Source: an optimization exercise on an open RTL-to-GDS flow (aim: small area and a short achievable clock period). Production flows keep margins and buffers that such runs may drop. Where RTL was checked, it was by simulation tests only, not by an equivalence proof against the original. The RTL of runs 1 and 2 was laid out without a check of its function.

## flow/design.v (module list and top-level ports; edited modules follow where they fit)
// module mac_unit: 1930 lines
// module mac_hi: 10 lines
// module mac_fa: 5 lines
// module mac_hai: 4 lines
// module mac_xnor: 3 lines
// module mac_or: 3 lines
// module mac_aoi21: 3 lines
// module mac_nand2: 3 lines
// module mac_nor2: 3 lines
// module mac_oai21: 3 lines
// module mac_xor: 3 lines
module mac_unit #(
    parameter AW = 16,
    parameter BW = 16,
    parameter ACCW = 40,
    parameter SIGNED = 0
)(
    input  wire clk,
    input  wire rst_n,
    input  wire en,
    input  wire valid_in,
    input  wire [AW-1:0] a,
    input  wire [BW-1:0] b,
    output reg  valid_out,
    output reg  [ACCW-1:0] acc_out
);
  // ...
==> flow/run.sh <==
#!/bin/bash
# synth_recipe.tcl (not shown) runs the flow's synth.tcl, then flattens the netlist and writes it again
# the make line also repeats each setting of config.mk as NAME=value (left out here)
make -C /OpenROAD-flow-scripts/flow DESIGN_CONFIG=/design/flow/config.mk WORK_HOME=/design/flow/orfs CLKGATE_MAP_FILE= SYNTH_SCRIPT=/design/flow/synth_recipe.tcl finish
==> flow/config.mk <==
export PLATFORM = sky130hd
export DESIGN_NAME = mac_unit
export DESIGN_NICKNAME = mac_unit
export VERILOG_FILES = /design/flow/design.v
export SDC_FILE = /design/flow/constraint.sdc
export NUM_CORES = 4
export LEC_CHECK = 0
export CAP_MARGIN = 20
export CORE_MARGIN = 2
export CORE_UTILIZATION = 65
export CTS_BUF_LIST = sky130_fd_sc_hd__clkbuf_4 sky130_fd_sc_hd__clkbuf_8
export SETUP_SLACK_MARGIN = 3.4
export SLEW_MARGIN = 20
export SYNTH_HIERARCHICAL = 1
export SYNTH_MINIMUM_KEEP_SIZE = 0
==> flow/constraint.sdc <==
create_clock -name core_clock -period 7.0 [get_ports {clk}]
set_input_delay 1.4000 -clock core_clock [delete_from_list [all_inputs] [get_ports {clk}]]
set_output_delay 1.4000 -clock core_clock [all_outputs]
set_load 0.01 [all_outputs]
==> results.json, run 1 <==
{
  "post_cts.resized_instances": 128,
  "worst-path-buf-inv": 1,
  "io_buffer_count": 76,
  "met2RoutedLength_um": 14100,
  "crit_cells": 6,
  "layout_commonest_cell": "sky130_fd_sc_hd__nand2_1",
  "post_synth_and_or_nand_nor_area_fraction_pct": 15.7,
  "dpl.cell_count": 1414,
  "clockRootBuffer": "sky130_fd_sc_hd__clkbuf_8",
  "fin_crit_sh_pct": 51.2,
  "hold_violations": 0,
  "top_layer_used": "met4",
  "max_cap_violations": 0,
  "clock_skew_ns": 0.0124,
  "outcome": "timing/DRC/antenna clean",
  "fillerInstances": 1311,
  "drive_gt1_share_pct": 17.7,
  "number_of_distinct_standard_cells_referenced_by_the_synthesized_netlist": 33,
  "most-common-layout-cells": "sky130_fd_sc_hd__nand2_1 (327), sky130_fd_sc_hd__fa_1 (199), sky130_fd_sc_hd__dfxtp_1 (120), sky130_fd_sc_hd__a21oi_2 (76), sky130_fd_sc_hd__nor2_1 (75)",
  "seq-cell-share_pct": 19.2,
  "multi_input_area_share_pct": 68.2,
  "dominant_combinational_cell_family_by_area_after_synthesis": "adder cells",
  "synth_area_per_cell_um2": 9.52,
  "hold_path.class": "reg2reg",
  "path_max_fanout": 16,
  "die_height_um": 136,
  "synth_largest_type_area_fraction_pct": 39.7,
  "drtIter0Drc": 532,
  "critPathTopFamily": "adder cells",
  "floorplan.die.width_um": 136,
  "timing.hold.ws_ns": 0.492,
  "dpl_worst_slack_ns": 2.23,
  "largest_register_ffs": 79,
  "cp.arrival_ns": 3.91,
  "clkbuf_count": 19
}
==> run 2: changes to the inputs <==
--- a/flow/design.v
+++ b/flow/design.v
@@ -1905,17 +1905,17 @@
   assign ks_s[27] = ~ks_y56 ^ ks_y304;
   assign ks_s[28] = ~ks_y58 ^ ks_y305;
   assign ks_s[29] = ~ks_y60 ^ ks_y306;
   assign ks_s[30] = ~ks_y62 ^ ks_y307;
   assign ks_s[31] = ~ks_y64 ^ ks_y308;
   assign ks_s[32] = ~ks_y66 ^ ks_y309;
   wire [33:0] lo = ~{ks_y312, ks_s};
   wire [6:0] hi_next;
-  mac_hi #(.N(7)) hi (.acc(acc_out[39:33]), .cn(lo[33]), .sel(en & valid_reg), .rst_n(rst_n), .d(hi_next));
+  mac_hi2 #(.N(7)) hi (.acc(acc_out[39:33]), .cn(lo[33]), .sel(en & valid_reg), .rst_n(rst_n), .d(hi_next));
   wire [32:0] sum = ~lo[32:0];
   always @(posedge clk) begin
     pr <= {c636, p256, c634, s635, c630, s633, c626, s629, s625, c620, s621, c558, c618, s619, c554, s617, c616, s553, s615, c614, s549, s613, c542, c538, s541, s539, c536, s537, c534, s535, c532, s533, c530, s531, c528, s529, c526, s527, c524, c612, s525, c522, s523, c520, s611, s521, c610, s609, c608, s517, s607, c606, s513, s605, c604, s509, c602, s603, c600, s505, s601, c598, s597, c594, s593, c590, s589, c586, s585, c582, s581, c578, s577, c574, s573, s569, p2, p17, p1};
     valid_reg <= valid_in & rst_n;
   end
   always @(posedge clk) begin
     if (!rst_n) begin
       acc_out[32:0] <= 33'd0;
@@ -1933,16 +1933,36 @@
     input  wire cn,        
     input  wire sel,       
     input  wire rst_n,
     output wire [N-1:0] d
 );
   wire [N-1:0] inc = acc + 1'b1;
   assign d = !rst_n ? {N{1'b0}} : (sel & ~cn) ? inc : acc;
 endmodule
+module mac_hi2 #(parameter N = 7) (
+    input  wire [N-1:0] acc,
+    input  wire cn,        
+    input  wire sel,       
+    input  wire rst_n,
+    output wire [N-1:0] d
+);
+  wire [N-1:0] inc = acc + 1'b1;
+  wire [N-1:0] xn = ~(!rst_n ? {N{1'b0}} : sel ? inc : acc);
+  wire [N-1:0] yn = ~(!rst_n ? {N{1'b0}} : acc);
+  genvar i;
+  generate
+    for (i = 0; i < N; i = i + 1) begin : m
+      mac_muxi mx (.s(cn), .d0(xn[i]), .d1(yn[i]), .y(d[i]));
+    end
+  endgenerate
+endmodule
+module mac_muxi (input wire s, input wire d0, input wire d1, output wire y);
+  assign y = ~(s ? d1 : d0);
+endmodule
 module mac_fa (input wire a, input wire b, input wire ci,
                output wire s, output wire co);
   assign s = a ^ b ^ ci;
   assign co = (a & b) | (a & ci) | (b & ci);
 endmodule
 module mac_hai (input wire a, input wire b, output wire s, output wire co);
   mac_xnor x0 (.a(a), .b(b), .y(s));
   mac_or o0 (.a(a), .b(b), .y(co));
==> flow/config.mk (replaced) <==
export PLATFORM = sky130hd
export DESIGN_NAME = mac_unit
export DESIGN_NICKNAME = mac_unit
export VERILOG_FILES = /design/flow/design.v
export SDC_FILE = /design/flow/constraint.sdc
export NUM_CORES = 4
export LEC_CHECK = 0
export CAP_MARGIN = 20
export CORE_MARGIN = 2
export CORE_UTILIZATION = 65
export CTS_BUF_LIST = sky130_fd_sc_hd__clkbuf_4 sky130_fd_sc_hd__clkbuf_8
export SETUP_SLACK_MARGIN = 3.6
export SLEW_MARGIN = 20
export SYNTH_HIERARCHICAL = 1
export SYNTH_MINIMUM_KEEP_SIZE = 0
==> run 2 against run 1 <==
Critical endpoint unchanged; still clean on timing, DRC and antenna; synthesized cell count grew 1.0%; wire length is essentially flat; register-to-register slack better by 0.27 ns; via count increased by 0.43%.
==> results.json, run 2 <==
{
  "finalWeightedCongestion": 0.974,
  "synth-xor-area-share_pct": 6.55,
  "hpwl_um": 22900,
  "most-common-layout-cells": "sky130_fd_sc_hd__nand2_1 (334), sky130_fd_sc_hd__fa_1 (189), sky130_fd_sc_hd__dfxtp_1 (121), sky130_fd_sc_hd__a21oi_2 (78), sky130_fd_sc_hd__nor2_1 (73)",
  "io_buffer_count": 76,
  "synth_largest_type_area_fraction_pct": 39.5,
  "std_cell_rows": 48,
  "dr.pass1.iters": 7,
  "antennaDiodeCount": 0,
  "layout_commonest_cell": "sky130_fd_sc_hd__nand2_1",
  "largest_register_ffs": 79,
  "synth_async_sr_flop_share_pct": 0,
  "synth_enable_flop_cells": 0,
  "fin_crit_sh_pct": 48.0,
  "dominant_combinational_cell_family_by_area_after_synthesis": "adder cells",
  "initial_core_util_pct": 66.1,
  "timing_worst_slew_pin_value_ns": 0.903,
  "yosysTopAreaCell": "sky130_fd_sc_hd__fa_1",
  "synth_top_cells_by_area": "sky130_fd_sc_hd__fa_1 (39%), sky130_fd_sc_hd__dfxtp_1 (21%), sky130_fd_sc_hd__nand2_1 (12%)",
  "clkSlewWorstSetupHoldPaths_ns": 0.08,
  "number_of_clock_buffers_inserted_by_tritoncts": 17,
  "number_of_antenna_violations_at_the_first_check_in_global_routing": 1,
  "post-route-min-period_ns": 3.36,
  "hold_path.class": "reg2reg",
  "reg_top3": "pr: 79 flops, acc_out: 40 flops",
  "timing.max_slew.rel_slack_pct": 39.6,
  "final_design_area_no_fill_um2": 12800,
  "critPathRequiredTime_ns": 7.34,
  "startpoint_type": "input port",
  "path_max_fanout": 16,
  "cts_tree": "built",
  "drive_gt1_share_pct": 18.4,
  "timing.hold.ws_ns": 0.495,
  "slew_violations": 0,
  "synth_area_per_cell_um2": 9.48,
  "synth_seq_cells": 121,
  "remaining_design_rule_violation_count": 0,
  "synth_area_in_compound_gates_pct": 11.6,
  "io-pin-count": 77,
  "worst_slack_ns": 3.64,
  "final.setup.tns_ns": 0,
  "antenna_violating_nets_post_route": 0,
  "cts.hold.buffers_added": 0,
  "yosysWarningCount": 7,
  "share_of_synthesized_area_spent_on_multiplexers_pct": 0.716,
  "hold_violations": 0,
  "clockRootBuffer": "sky130_fd_sc_hd__clkbuf_8",
  "clock_skew_ns": 0.0136,
  "worst_setup_path_end_kind": "register",
  "dpl_worst_slack_ns": 2.26,
  "worst_skew_pair.late_latency_ns": 0.46,
  "final_net_count": 1483,
  "number_of_global_route_vias_before_repair": 8916,
  "max_cap_violations": 0,
  "design.core.area_um2": 17200,
  "grtUsageTotal_pct": 34.5,
  "cts-htree-levels": 4,
  "post_synth_and_or_nand_nor_area_fraction_pct": 15.6,
  "synthesis.area_um2": 11400,
  "areaGrowthSynthToFinish_pct": 12.4,
  "drtIter0Drc": 558,
  "path_class": "in2reg",
  "grt_start_max_net_pins": 40,
  "grt_overflow": 0,
  "max_freq_ghz": 0.297,
  "route.vias.total": 8619,
  "synth_adder_area_share_pct": 39.6,
  "leading_post_synthesis_cells_by_instance_count": "sky130_fd_sc_hd__nand2_1 (349), sky130_fd_sc_hd__fa_1 (224), sky130_fd_sc_hd__dfxtp_1 (121)",
  "synth-seq-area-share_pct": 21.3,
  "max_flop_register": "pr",
  "grt_first_pass_wirelength_um": 47100,
  "number_of_distinct_standard_cells_referenced_by_the_synthesized_netlist": 29,
  "ctsLongestPathBuffers": 2,
  "floorplan.die.width_um": 136,
  "fillerInstances": 1305,
  "yosysMostFrequentCell": "sky130_fd_sc_hd__nand2_1",
  "cp.arrival_ns": 3.70,
  "die_height_um": 136,
  "placement.cell_area_um2": 12200,
  "timing.final.setup_violations": 0,
  "post_drt_wl_per_cell_um": 20.6,
  "cts.sink_count": 121,
  "ys.flop_type": "sky130_fd_sc_hd__dfxtp_1",
  "wl_um": 30000,
  "rsz0062_at_grt": "false",
  "dieArea_um2": 18600,
  "netlist_instances": 1198,
  "avgViaCountPerCell": 5.90,
  "outcome": "timing/DRC/antenna clean"
}
## run 2: changes by cell type after synthesis, moves of 3 or more
cell,delta
sky130_fd_sc_hd__mux2i_1,+5
sky130_fd_sc_hd__o21ai_0,-3
sky130_fd_sc_hd__a21boi_1,-3
sky130_fd_sc_hd__nand2_1,+14
sky130_fd_sc_hd__or3_1,-3
## run 2: layer usage
| layer | wire (um) | vias up | GRT usage [%] |
|---|---|---|---|
| met2 | 14300 | 452 | 55.5 |
| met5 | 13 | - | 0 |
| met3 | 2660 | 87 | 7.98 |
| met1 | 11900 | 4284 | 45.2 |
| li1 | - | 3794 | - |
| met4 | 1170 | 2 | 15.1 |
## run 2: critical path, cell delays in order
cell and delay [ns]:
sky130_fd_sc_hd__buf_4 0.22, sky130_fd_sc_hd__nand2_1 0.12, sky130_fd_sc_hd__xnor2_1 0.23, sky130_fd_sc_hd__fa_1 0.47, sky130_fd_sc_hd__fa_1 0.46, sky130_fd_sc_hd__fa_2 0.35
sky130_fd_sc_hd__fa_1 0.45
## run 2: layout make-up
type                    instances  area (um^2)  area share, %
clock buffers                  21          283           2.21
repair buffers                 81          793           6.21
multi-input cells             958         8660           67.8
inverters                      43          161           1.26
well taps                     225          282           2.20
flip-flops and latches        121         2420           19.0
clock inverters                11          169           1.32
## run 2: logic make-up after synthesis
group | count (synthesis)
buffers and inverters | 120
and+or+nand+nor | 454
other | 1
muxes | 8
adders and majority gates | 225
xor gates and xnor gates | 85
AOI/OAI and AO/OA | 184
DFF | 121
## run 2: timing repair
| action | CTS | global route |
|---|---|---|
| pin swaps | 0 | 5 |
| resized for setup | 196 | 39 |
| setup endpoints to repair | 73 | 25 |
| setup buffers | 0 | 3 |
## run 2: stage by stage
stage,utilization (%),std cells
6_report,74.3,1460
5_1_grt,74.3,1460
4_1_cts,73.4,1457
3_5_place_dp,71.0,1425
3_3_place_gp,71.0,1425
2_1_floorplan,-,1199
## run 2: worst paths after layout
path	depth (start not counted)	endpoint	from	slack, ns
setup reg to reg	11	acc_out[28]	pr[44]	3.73
hold reg to reg	2	acc_out[31]	acc_out[31]	0.50
hold / removal	2	acc_out[31]	acc_out[31]	0.50
setup / recovery	7	pr[34]	b[14]	3.64
## run 2: Yosys stat by module (local to each module, per instance), a selection
module / flops+latches / area [um^2] / copies in the design
mac_or: 0 / 6.26 / 16
mac_nor2: 0 / 3.75 / 79
mac_xor: 0 / 8.76 / 33
mac_muxi: 0 / 10.0 / 7
mac_unit: 121 / 4620 / 1
mac_nand2: 0 / 3.75 / 57
mac_aoi21: 0 / 8.76 / 78
mac_fa: 0 / 20.0 / 224
mac_xnor: 0 / 8.76 / 16
mac_oai21: 0 / 5.00 / 57
==> run 3: changes to the inputs <==
--- a/flow/design.v
+++ b/flow/design.v
@@ -1928,16 +1928,6 @@
     acc_out[39:33] <= hi_next;
   end
 endmodule
-module mac_hi #(parameter N = 7) (
-    input  wire [N-1:0] acc,
-    input  wire cn,        
-    input  wire sel,       
-    input  wire rst_n,
-    output wire [N-1:0] d
-);
-  wire [N-1:0] inc = acc + 1'b1;
-  assign d = !rst_n ? {N{1'b0}} : (sel & ~cn) ? inc : acc;
-endmodule
 module mac_hi2 #(parameter N = 7) (
     input  wire [N-1:0] acc,
     input  wire cn,        
==> run 3 against run 2 <==
Still clean; register-to-register slack about the same; clock skew unchanged; sequential cell count unchanged; first-iteration DRC count unchanged; via count unchanged; synthesized area unchanged; die area unchanged; critical path depth unchanged.
==> results.json, run 3 <==
{
  "synth_adder_area_share_pct": 39.6,
  "leading_post_synthesis_cells_by_instance_count": "sky130_fd_sc_hd__nand2_1 (349), sky130_fd_sc_hd__fa_1 (224), sky130_fd_sc_hd__dfxtp_1 (121)",
  "std_cell_rows": 48,
  "initial_core_util_pct": 66.1,
  "number_of_antenna_violations_at_the_first_check_in_global_routing": 1,
  "synth-xor-area-share_pct": 6.55,
  "finalWeightedCongestion": 0.974,
  "die_height_um": 136,
  "dr.pass1.iters": 7,
  "hold_violations": 0,
  "synth-seq-area-share_pct": 21.3,
  "synth_seq_cells": 121,
  "clockRootBuffer": "sky130_fd_sc_hd__clkbuf_8",
  "netlist_instances": 1198,
  "worst_skew_pair.late_latency_ns": 0.46,
  "clkSlewWorstSetupHoldPaths_ns": 0.08,
  "drive_gt1_share_pct": 18.4,
  "drtIter0Drc": 558,
  "yosysWarningCount": 7,
  "number_of_global_route_vias_before_repair": 8916,
  "max_freq_ghz": 0.297,
  "outcome": "timing/DRC/antenna clean",
  "number_of_distinct_standard_cells_referenced_by_the_synthesized_netlist": 29,
  "ys.flop_type": "sky130_fd_sc_hd__dfxtp_1",
  "share_of_synthesized_area_spent_on_multiplexers_pct": 0.716,
  "largest_register_ffs": 79,
  "fin_crit_sh_pct": 48.0,
  "min_path_cells": 2,
  "timing_worst_slew_pin_value_ns": 0.903,
  "synth_async_sr_flop_share_pct": 0,
  "timing.final.setup_violations": 0,
  "startpoint_type": "input port",
  "synthesis.area_um2": 11400,
  "grt_start_max_net_pins": 40,
  "reg2reg_depth": 11,
  "synth_area_in_compound_gates_pct": 11.6,
  "rsz0062_at_grt": "false",
  "post_synth_and_or_nand_nor_area_fraction_pct": 15.6,
  "hold-path-endpoint": "acc_out[31]",
  "synth_enable_flop_cells": 0,
  "path_class": "in2reg",
  "io_buffer_count": 76,
  "final.setup.tns_ns": 0,
  "yosysMostFrequentCell": "sky130_fd_sc_hd__nand2_1",
  "r2r_slack_ns": 3.73,
  "synth_area_per_cell_um2": 9.48,
  "hold_path_startpoint": "acc_out[31]",
  "wl_um": 30000,
  "max_flop_register": "pr",
  "cts-htree-levels": 4,
  "crit-reg2reg-launch": "pr[44]",
  "cts.sink_count": 121,
  "path_max_fanout": 16,
  "antenna_violating_nets_post_route": 0,
  "avgViaCountPerCell": 5.90,
  "synth_largest_type_area_fraction_pct": 39.5,
  "reg_top3": "pr: 79 flops, acc_out: 40 flops",
  "ctsLongestPathBuffers": 2,
  "antennaDiodeCount": 0,
  "instances_no_fill": 1460,
  "floorplan.die.width_um": 136,
  "max_cap_violations": 0,
  "hpwl_um": 22900,
  "grt_first_pass_wirelength_um": 47100,
  "dominant_combinational_cell_family_by_area_after_synthesis": "adder cells",
  "slew_violations": 0,
  "cts.hold.buffers_added": 0,
  "grt_overflow": 0,
  "cts_tree": "built",
  "dieArea_um2": 18600,
  "synth_top_cells_by_area": "sky130_fd_sc_hd__fa_1 (39%), sky130_fd_sc_hd__dfxtp_1 (21%), sky130_fd_sc_hd__nand2_1 (12%)",
  "hold_path.class": "reg2reg",
  "route.vias.total": 8619,
  "clock_skew_ns": 0.0136,
  "grtUsageTotal_pct": 34.5,
  "layout_commonest_cell": "sky130_fd_sc_hd__nand2_1",
  "areaGrowthSynthToFinish_pct": 12.4,
  "cp.arrival_ns": 3.70,
  "post-route-min-period_ns": 3.36,
  "remaining_design_rule_violation_count": 0,
  "most-common-layout-cells": "sky130_fd_sc_hd__nand2_1 (334), sky130_fd_sc_hd__fa_1 (189), sky130_fd_sc_hd__dfxtp_1 (121), sky130_fd_sc_hd__a21oi_2 (78), sky130_fd_sc_hd__nor2_1 (73)",
  "post_drt_wl_per_cell_um": 20.6,
  "io-pin-count": 77,
  "dpl.cell_count": 1425,
  "critPathRequiredTime_ns": 7.34,
  "number_of_clock_buffers_inserted_by_tritoncts": 17,
  "worst_setup_path_end_kind": "register",
  "design.core.area_um2": 17200,
  "yosysTopAreaCell": "sky130_fd_sc_hd__fa_1",
  "final_net_count": 1483,
  "r2r_end": "acc_out[28]",
  "timing.max_slew.rel_slack_pct": 39.6
}
## run 3: cell counts after synthesis
Identical to the previous run, type by type.
## run 3: per-stage QoR
step / setup slack (ns) / util, % / instance area [um^2] / hold WS, ns
floorplan: 3.24 / - / 12000 / 0.504
global placement: 2.32 / 71.0 / 12200 / 0.482
detailed placement: 2.26 / 71.0 / 12200 / 0.484
CTS: 3.59 / 73.4 / 12600 / 0.497
global route: 3.60 / 74.3 / 12800 / 0.513
finish: 3.64 / 74.3 / 12800 / 0.495
## run 3: worst max path at each step
stage | from | end
after floorplan | a[7] | pr[34]
after global placement | b[4] | pr[34]
after detailed placement | b[4] | pr[34]
after CTS | a[14] | pr[34]
after global routing | pr[44] | acc_out[26]
final | b[14] | pr[34]
## run 3: cells by family after synthesis
kind of cell / Yosys count
adders and majority gates: 225
buffers and inverters: 120
and+or+nand+nor: 454
muxes: 8
AOI/OAI and AO/OA: 184
DFF: 121
other: 1
xor gates and xnor gates: 85
## run 3: worst max-delay path, stage by stage
cell                      delay, ns
sky130_fd_sc_hd__buf_4         0.22
sky130_fd_sc_hd__nand2_1       0.12
sky130_fd_sc_hd__xnor2_1       0.23
sky130_fd_sc_hd__fa_1          0.47
sky130_fd_sc_hd__fa_1          0.46
sky130_fd_sc_hd__fa_2          0.35
sky130_fd_sc_hd__fa_1          0.45
## run 3: Yosys stat by module, one instance, submodules excluded, a selection
module / cell area [um^2] / flip-flops and latches / cells inside / copies in the design
mac_xnor: 8.76 / 0 / 1 / 16
mac_nand2: 3.75 / 0 / 1 / 57
mac_aoi21: 8.76 / 0 / 1 / 78
mac_muxi: 10.0 / 0 / 1 / 7
mac_oai21: 5.00 / 0 / 1 / 57
mac_xor: 8.76 / 0 / 1 / 33
mac_unit: 4620 / 121 / 600 / 1
mac_or: 6.26 / 0 / 1 / 16
## run 3: cell type report
type	instances	area [um^2]
Tap cell	225	282
Timing Repair Buffer	81	793
Multi-Input combinational cell	958	8660
Clock buffer	21	283
Sequential cell	121	2420
Inverter	43	161
Fill cell	1305	4410
Clock inverter	11	169
## run 3: what timing repair did
item                       CTS  global route
buffers inserted             0             3
gates resized for setup    196            39
setup endpoints to repair   73            25
pin swaps                    0             5
## run 3: metal layers
| layer | part of all wire, % | GRT usage [%] | wire length (um) | up-vias |
|---|---|---|---|---|
| li1 | - | - | - | 3794 |
| met1 | 40 | 45.2 | 11900 | 4284 |
| met2 | 47 | 55.5 | 14300 | 452 |
| met3 | 8.8 | 7.98 | 2660 | 87 |
| met4 | 3.9 | 15.1 | 1170 | 2 |
| met5 | 0.043 | 0 | 13 | - |

-- afterwards: timing with drivers on the ports --
How much do the figures lean on ideal ports? The routed layouts below were timed once more, with nothing changed but the port constraints. Step 1, drivers: a clkbuf_16 drives clk and a buf_2 each remaining input, both assumed. Step 2 adds t to the input delays and takes it off the output delays; t is the mean of the earliest and latest rising clock arrival at the registers after step 1. Input paths then give back, and output paths get back, about the clock's delay inside the block. Three values: ideal ports, drivers, drivers and shift; two values: the first two.
| run | shift t [ns] | setup WS [ns] | hold slack, ns | worst setup path at the end | latest minus earliest clock arrival (ns) |
|---|---|---|---|---|---|
| run 1 | 0.488 | 3.419 / 3.428 / 2.940 | 0.492 / 0.492 / 0.492 | input to register | 0.013 / 0.013 |
| run 2 | 0.487 | 3.637 / 3.639 / 3.152 | 0.495 / 0.495 / 0.495 | input to register | 0.014 / 0.014 |
| run 3 | 0.487 | 3.637 / 3.639 / 3.152 | 0.495 / 0.495 / 0.495 | input to register | 0.014 / 0.014 |
After both steps setup and hold are still met in every run listed.
